This design comes from an exercise in tuning for small area, a short achievable clock period and few clock cycles on the open sky130 flow, not from production work.
Only simulation tests tie the RTL to the original design; equivalence was not proved.
Power and IR drop assume default switching activity.

Design riscv_core, start of the top module:
module riscv_core (
    input  logic        clk_i,
    input  logic        reset_i,
    output logic [31:0] pc_fi_o,
    input  logic [31:0] instr_fi_i,
    output logic [31:0] alu_result_mem_o,
    output logic [31:0] write_data_mem_o,
    output logic [2:0]  width_src_mem_o,
    output logic        mem_write_mem_o,
    input  logic [31:0] read_data_mem_i
);
export LEC_CHECK = 0
export CAP_MARGIN = 20
export CORE_MARGIN = 2
export CORE_UTILIZATION = 55
export CTS_CLUSTER_DIAMETER = 90
export CTS_CLUSTER_SIZE = 22
export SETUP_SLACK_MARGIN = 5
export SLEW_MARGIN = 20
export TNS_END_PERCENT = 0
create_clock -name core_clock -period 10.0 [get_ports {clk_i}]
standard.sh (not shown) runs the stock make flow with config.mk's settings and CLKGATE_MAP_FILE= SYNTH_SCRIPT=/design/flow/synth_recipe.tcl, a recipe that flattens the netlist after the stock synthesis.
==> flow/flow/run.sh <==
#!/bin/bash
# Layout flow: the standard synthesis unchanged, then the standard ORFS
# steps with two differences: the port buffers are buf_4 cells (the default
# choice, clkdlybuf4s50_1, is a slow delay cell), and timing repair aims for
# 6.25 ns of setup slack at the design's 10 ns clock.
set -euo pipefail
bash standard.sh synth > synth.log 2>&1
bash standard.sh SETUP_SLACK_MARGIN=6.25 \
    "BUFFER_PORTS_ARGS=-buffer_cell sky130_fd_sc_hd__buf_4" \
    finish > layout.log 2>&1
Testbench counts at the start, summed over its fixed seeds: cycles 64,162.
==> next run, changes <==
--- a/flow/design.v
+++ b/flow/design.v
@@ -59,16 +59,20 @@
     logic        ex_sra_q;
     logic        ex_shl_q;       
     logic        ex_csr_q;
     logic        ex_csr_300_q;
     logic        ex_csr_7c0_q;
     logic        ex_br_q;
     logic        ex_pred_q;
     logic        ex_jump_q;      
+    logic        ex_bht_upd_q;   
+    logic [1:0]  ex_bht_idx_q;
+    logic [1:0]  ex_bht_cnt_q;
+    logic        ex_static_q;
     logic        ex_load_q;
     logic        ex_store_q;
     logic [2:0]  ex_f3_q;
     logic        ex_r_sum_q, ex_r_sh_q, ex_r_slt_q, ex_r_sltu_q;
     logic        ex_r_xor_q, ex_r_or_q, ex_r_and_q, ex_r_alt_q, ex_r_csr_q;
     logic [31:0] mem_res_q;
     logic [31:0] mem_sd_q;
     logic [2:0]  mem_f3_q;
@@ -196,20 +200,31 @@
     assign jal_short = (ins[19:12] == {8{s}});
     assign pg_cross  = (c != s);
     logic [31:2] target_b, target_j;
     logic [31:2] pc_plus4;
     assign target_b = {pc_q[31:12], t_lo_b[9:0]};
     assign target_j = {pc_q[31:12], t_lo_j[9:0]};
     assign pc_plus4 = pc_q + 30'd1;
     logic pred_br, pred;
-    logic same_rs;
-    assign same_rs = (rs1 == rs2);
-    assign pred_br = same_rs ? (f3 == 3'b000 || f3 == 3'b101 || f3 == 3'b111)
-                             : (ins[31] | ins[12]);
+    logic        sum_zero;
+    logic [31:0] zt;
+    assign zt       = (ex_a_q ^ ex_b_q) ^ {ex_a_q[30:0] | ex_b_q[30:0], 1'b0};
+    assign sum_zero = ~|zt;
+    logic same_rs, early_ok;
+    assign same_rs  = (rs1 == rs2);
+    assign early_ok = ~f3[2] & ~f3[1] & (rs2 == 5'd0) & (ex_rd_q == rs1) &
+                      ex_valid_q & ex_we_q & ex_r_sum_q & ~ex_sub_q & ~ex_load_q;
+    logic [3:0][1:0] bht;
+    logic [1:0]      bht_cnt;
+    logic            static_br;
+    assign bht_cnt   = bht[pc_q[3:2]];
+    assign static_br = same_rs ? (f3 == 3'b000 || f3 == 3'b101 || f3 == 3'b111)
+                               : (ins[31] | ins[12]);
+    assign pred_br   = early_ok ? (sum_zero ^ f3[0]) : (static_br ^ bht_cnt[1]);
     assign pred    = (d_jal & jal_short) | (d_br & pred_br);
     logic [31:0] rf_rd1, rf_rd2;
     reg_file u_reg_file (
         .clk_i   (clk_i),
         .reset_i (reset_i),
         .ra1_i   (rs1),
         .ra2_i   (rs2),
         .rd1_o   (rf_rd1),
@@ -269,16 +284,30 @@
     assign sel_tgt_j = take_target &  ins[3];
     always_ff @(posedge clk_i) begin
         pc_q <= ({30{sel_red}}     & redirect_pc) |
                 ({30{sel_hold}}    & pc_q)        |
                 ({30{sel_tgt_b}}   & target_b)    |
                 ({30{sel_tgt_j}}   & target_j)    |
                 ({30{sel_seq}}     & pc_plus4);
     end
+    logic [1:0] bht_new, bht_wd;
+    logic       bht_up;
+    assign bht_up  = taken ^ ex_static_q;
+    assign bht_new = bht_up ? ((ex_bht_cnt_q == 2'b11) ? 2'b11 : ex_bht_cnt_q + 2'd1)
+                            : ((ex_bht_cnt_q == 2'b00) ? 2'b00 : ex_bht_cnt_q - 2'd1);
+    assign bht_wd  = reset_i ? 2'b00 : bht_new;
+    genvar gb;
+    generate
+        for (gb = 0; gb < 4; gb = gb + 1) begin : g_bht
+            always_ff @(posedge clk_i) begin
+                if (reset_i | (ex_valid_q & ex_bht_upd_q & (ex_bht_idx_q == gb))) bht[gb] <= bht_wd;
+            end
+        end
+    endgenerate
     always_ff @(posedge clk_i) begin
         if (reset_i) ex_valid_q <= 1'b0;
         else         ex_valid_q <= ~redirect & ~stall;
     end
     always_ff @(posedge clk_i) begin
         ex_a_q       <= op_a;
         ex_b_q       <= op_b;
         ex_sd_q      <= op_sd;
@@ -300,16 +329,20 @@
         ex_r_and_q   <= (d_op | d_opimm) & (f3 == 3'b111);
         ex_r_alt_q   <= d_jal | d_jalr;
         ex_r_csr_q   <= d_sys;
         ex_csr_q     <= d_sys;
         ex_csr_300_q <= d_sys & (ins[31:20] == 12'h300);
         ex_csr_7c0_q <= d_sys & (ins[31:20] == 12'h7C0);
         ex_br_q      <= d_br;
         ex_pred_q    <= pred;
+        ex_bht_upd_q <= d_br & ~early_ok;
+        ex_bht_idx_q <= pc_q[3:2];
+        ex_bht_cnt_q <= bht_cnt;
+        ex_static_q  <= static_br;
         ex_jump_q    <= d_jalr | (d_jal & ~(jal_short & ~pg_cross));
         ex_load_q    <= d_load;
         ex_store_q   <= d_store;
         ex_f3_q      <= f3;
     end
     always_ff @(posedge clk_i) begin
         if (reset_i) begin
             mem_store_q <= 1'b0;
The new run finished clean.
Total power went up by a few percent.
Final cell count increases slightly.
Die area went up slightly.
Worst hold slack loses 0.015 ns.
Setup slack loses 0.064 ns.
Global-route usage grows by 0.55 points.
Non-clock buffer count goes up by 68.
Critical path depth went up by 5.
Fmax decreases slightly.
Testbench counts after the change, summed over its fixed seeds: cycles 62,146.

========
Another version of the RTL of riscv_core (not shown whole).
Size in the first run: about 1300 flip-flops, ~170 I/O pins, about 0.066 sq mm of cells after synthesis.
==> flow/config.mk <==
export PLATFORM = sky130hd
export DESIGN_NAME = riscv_core
export DESIGN_NICKNAME = riscv_core
export VERILOG_FILES = /design/flow/design.v
export SDC_FILE = /design/flow/constraint.sdc
export NUM_CORES = 8
export LEC_CHECK = 0
export CAP_MARGIN = 20
export CORE_MARGIN = 2
export CORE_UTILIZATION = 55
export CTS_CLUSTER_DIAMETER = 90
export CTS_CLUSTER_SIZE = 22
export SETUP_SLACK_MARGIN = 5
export SLEW_MARGIN = 20
export TNS_END_PERCENT = 0
==> flow/constraint.sdc <==
create_clock -name core_clock -period 10.0 [get_ports {clk_i}]
set_input_delay 2.0000 -clock core_clock [delete_from_list [all_inputs] [get_ports {clk_i}]]
set_output_delay 2.0000 -clock core_clock [all_outputs]
set_load 0.01 [all_outputs]
Scripts as last shown in full above: flow/flow/run.sh
Testbench counts at the start, summed over its fixed seeds: cycles 63,165.
Then changed:
--- a/flow/design.v
+++ b/flow/design.v
@@ -59,16 +59,19 @@
     logic        ex_sra_q;
     logic        ex_shl_q;       
     logic        ex_csr_q;
     logic        ex_csr_300_q;
     logic        ex_csr_7c0_q;
     logic        ex_br_q;
     logic        ex_pred_q;
     logic        ex_jump_q;      
+    logic [1:0]  ex_bht_idx_q;
+    logic [1:0]  ex_bht_cnt_q;
+    logic        ex_static_q;
     logic        ex_load_q;
     logic        ex_store_q;
     logic [2:0]  ex_f3_q;
     logic        ex_r_sum_q, ex_r_sh_q, ex_r_slt_q, ex_r_sltu_q;
     logic        ex_r_xor_q, ex_r_or_q, ex_r_and_q, ex_r_alt_q, ex_r_csr_q;
     logic [31:0] mem_res_q;
     logic [31:0] mem_sd_q;
     logic [2:0]  mem_f3_q;
@@ -198,28 +201,24 @@
     logic [31:2] target_b, target_j;
     logic [31:2] pc_plus4;
     assign target_b = {pc_q[31:12], t_lo_b[9:0]};
     assign target_j = {pc_q[31:12], t_lo_j[9:0]};
     assign pc_plus4 = pc_q + 30'd1;
     logic pred_br, pred;
     logic same_rs;
     assign same_rs = (rs1 == rs2);
-    assign pred_br = same_rs ? (f3 == 3'b000 || f3 == 3'b101 || f3 == 3'b111)
-                             : (ins[31] | ins[12]);
-    logic        jr_fuse, c_r, cross_r;
-    logic [10:0] t_lo_r;
-    logic [31:2] target_r;
-    assign jr_fuse  = d_jalr & m_ex1 & ex_r_sum_q & ~ex_sub_q & ~ex_load_q &
-                      (ex_b_q == 32'd0) & (ex_a_q[1:0] == 2'b00);
-    assign t_lo_r   = {1'b0, ex_a_q[11:2]} + {1'b0, ins[31:22]};
-    assign c_r      = t_lo_r[10];
-    assign cross_r  = (c_r != s);
-    assign target_r = {ex_a_q[31:12], t_lo_r[9:0]};
-    assign pred    = (d_jal & jal_short) | (d_br & pred_br) | jr_fuse;
+    logic [3:0][1:0] bht;
+    logic [1:0]      bht_cnt;
+    logic            static_br;
+    assign bht_cnt   = bht[pc_q[3:2]];
+    assign static_br = same_rs ? (f3 == 3'b000 || f3 == 3'b101 || f3 == 3'b111)
+                               : (ins[31] | ins[12]);
+    assign pred_br   = bht_cnt[1] ? ~static_br : static_br;
+    assign pred    = (d_jal & jal_short) | (d_br & pred_br);
     logic [31:0] rf_rd1, rf_rd2;
     reg_file u_reg_file (
         .clk_i   (clk_i),
         .reset_i (reset_i),
         .ra1_i   (rs1),
         .ra2_i   (rs2),
         .rd1_o   (rf_rd1),
         .rd2_o   (rf_rd2),
@@ -264,32 +263,44 @@
     assign op_b  = ({32{sb_ex}}  & ex_res)  | ({32{sb_mem}} & wb_data) |
                    ({32{sb_rf}}  & rf_rd2)  | ({32{sb_imm}} & imm_b);
     assign op_sd = ({32{sd_ex}}  & ex_res)  | ({32{sd_mem}} & wb_data) |
                    ({32{sd_rf}}  & rf_rd2);
     logic stall;
     assign stall = ex_valid_q & ex_load_q & ex_we_q &
                    ((uses_rs1 & (ex_rd_q == rs1)) | (uses_rs2 & (ex_rd_q == rs2)));
     logic        take_target;
-    logic sel_red, sel_hold, sel_seq, sel_tgt_b, sel_tgt_j, sel_tgt_r;
+    logic sel_red, sel_hold, sel_seq, sel_tgt_b, sel_tgt_j;
     assign take_target = pred & ~stall & ~redirect & ~reset_i;
     assign sel_red  = ~reset_i & redirect;
     assign sel_hold = ~reset_i & ~redirect & stall;
     assign sel_seq  = ~reset_i & ~redirect & ~stall & ~pred;
-    assign sel_tgt_b = take_target & ~ins[3] & ~ins[2];
-    assign sel_tgt_r = take_target & ~ins[3] &  ins[2];
+    assign sel_tgt_b = take_target & ~ins[3];
     assign sel_tgt_j = take_target &  ins[3];
     always_ff @(posedge clk_i) begin
         pc_q <= ({30{sel_red}}     & redirect_pc) |
                 ({30{sel_hold}}    & pc_q)        |
                 ({30{sel_tgt_b}}   & target_b)    |
                 ({30{sel_tgt_j}}   & target_j)    |
-                ({30{sel_tgt_r}}   & target_r)    |
                 ({30{sel_seq}}     & pc_plus4);
     end
+    logic [1:0] bht_new, bht_wd;
+    logic       bht_up;
+    assign bht_up  = taken ^ ex_static_q;
+    assign bht_new = bht_up ? ((ex_bht_cnt_q == 2'b11) ? 2'b11 : ex_bht_cnt_q + 2'd1)
+                            : ((ex_bht_cnt_q == 2'b00) ? 2'b00 : ex_bht_cnt_q - 2'd1);
+    assign bht_wd  = reset_i ? 2'b00 : bht_new;
+    genvar gb;
+    generate
+        for (gb = 0; gb < 4; gb = gb + 1) begin : g_bht
+            always_ff @(posedge clk_i) begin
+                if (reset_i | (ex_valid_q & ex_br_q & (ex_bht_idx_q == gb))) bht[gb] <= bht_wd;
+            end
+        end
+    endgenerate
     always_ff @(posedge clk_i) begin
         if (reset_i) ex_valid_q <= 1'b0;
         else         ex_valid_q <= ~redirect & ~stall;
     end
     always_ff @(posedge clk_i) begin
         ex_a_q       <= op_a;
         ex_b_q       <= op_b;
         ex_sd_q      <= op_sd;
@@ -311,17 +322,20 @@
         ex_r_and_q   <= (d_op | d_opimm) & (f3 == 3'b111);
         ex_r_alt_q   <= d_jal | d_jalr;
         ex_r_csr_q   <= d_sys;
         ex_csr_q     <= d_sys;
         ex_csr_300_q <= d_sys & (ins[31:20] == 12'h300);
         ex_csr_7c0_q <= d_sys & (ins[31:20] == 12'h7C0);
         ex_br_q      <= d_br;
         ex_pred_q    <= pred;
-        ex_jump_q    <= (d_jalr & ~(jr_fuse & ~cross_r)) | (d_jal & ~(jal_short & ~pg_cross));
+        ex_bht_idx_q <= pc_q[3:2];
+        ex_bht_cnt_q <= bht_cnt;
+        ex_static_q  <= static_br;
+        ex_jump_q    <= d_jalr | (d_jal & ~(jal_short & ~pg_cross));
         ex_load_q    <= d_load;
         ex_store_q   <= d_store;
         ex_f3_q      <= f3;
     end
     always_ff @(posedge clk_i) begin
         if (reset_i) begin
             mem_store_q <= 1'b0;
             mem_we_q    <= 1'b0;
Effect:
- combinational power rises by a few percent
- clock-buffer cell count came out higher by 3
- design area went up slightly
- non-clock buffer count rose by 116
- clock power drops slightly
- worst setup slack improved by 0.0086 ns
- sequential share of layout area fell by 0.19 points
- synthesized area fell slightly
- power rose by a few percent
Testbench counts after the change, summed over its fixed seeds: cycles 63,445.

[afterwards: timing with drivers on the ports]
How much do the figures lean on ideal ports? The routed layouts below were timed once more, with nothing changed but the port constraints. Step 1 sets driving cells, clkbuf_16 on the clock port and buf_2 on the other inputs (assumed; they add their load-dependent delay and slew). Step 2 times the ports against the registers' clock, not the clock port: input delays grow and output delays shrink by t, the midpoint of the rising clock arrivals with the driver on. Three values: ideal ports, drivers, drivers and shift; two values: the first two.
run | shift t [ns] | setup WS [ns] | worst setup path after step 2 | worst slew at a driven data input, ns
the first run of note 1 | 0.764 | 5.811 / 5.684 / 4.920 | input to register | 0.20
the second run of note 1 | 0.770 | 5.747 / 5.747 / 5.043 | input to register | 0.09
the first run of note 2 | 0.810 | 5.792 / 5.846 / 5.035 | input to register | 0.08
the second run of note 2 | 0.801 | 5.800 / 5.692 / 4.891 | input to register | 0.30
After both steps every run listed still meets setup and hold. The setup slack of the second run of note 2, which loses most, moves by -0.108 ns with the drivers and by -0.909 ns with both steps.
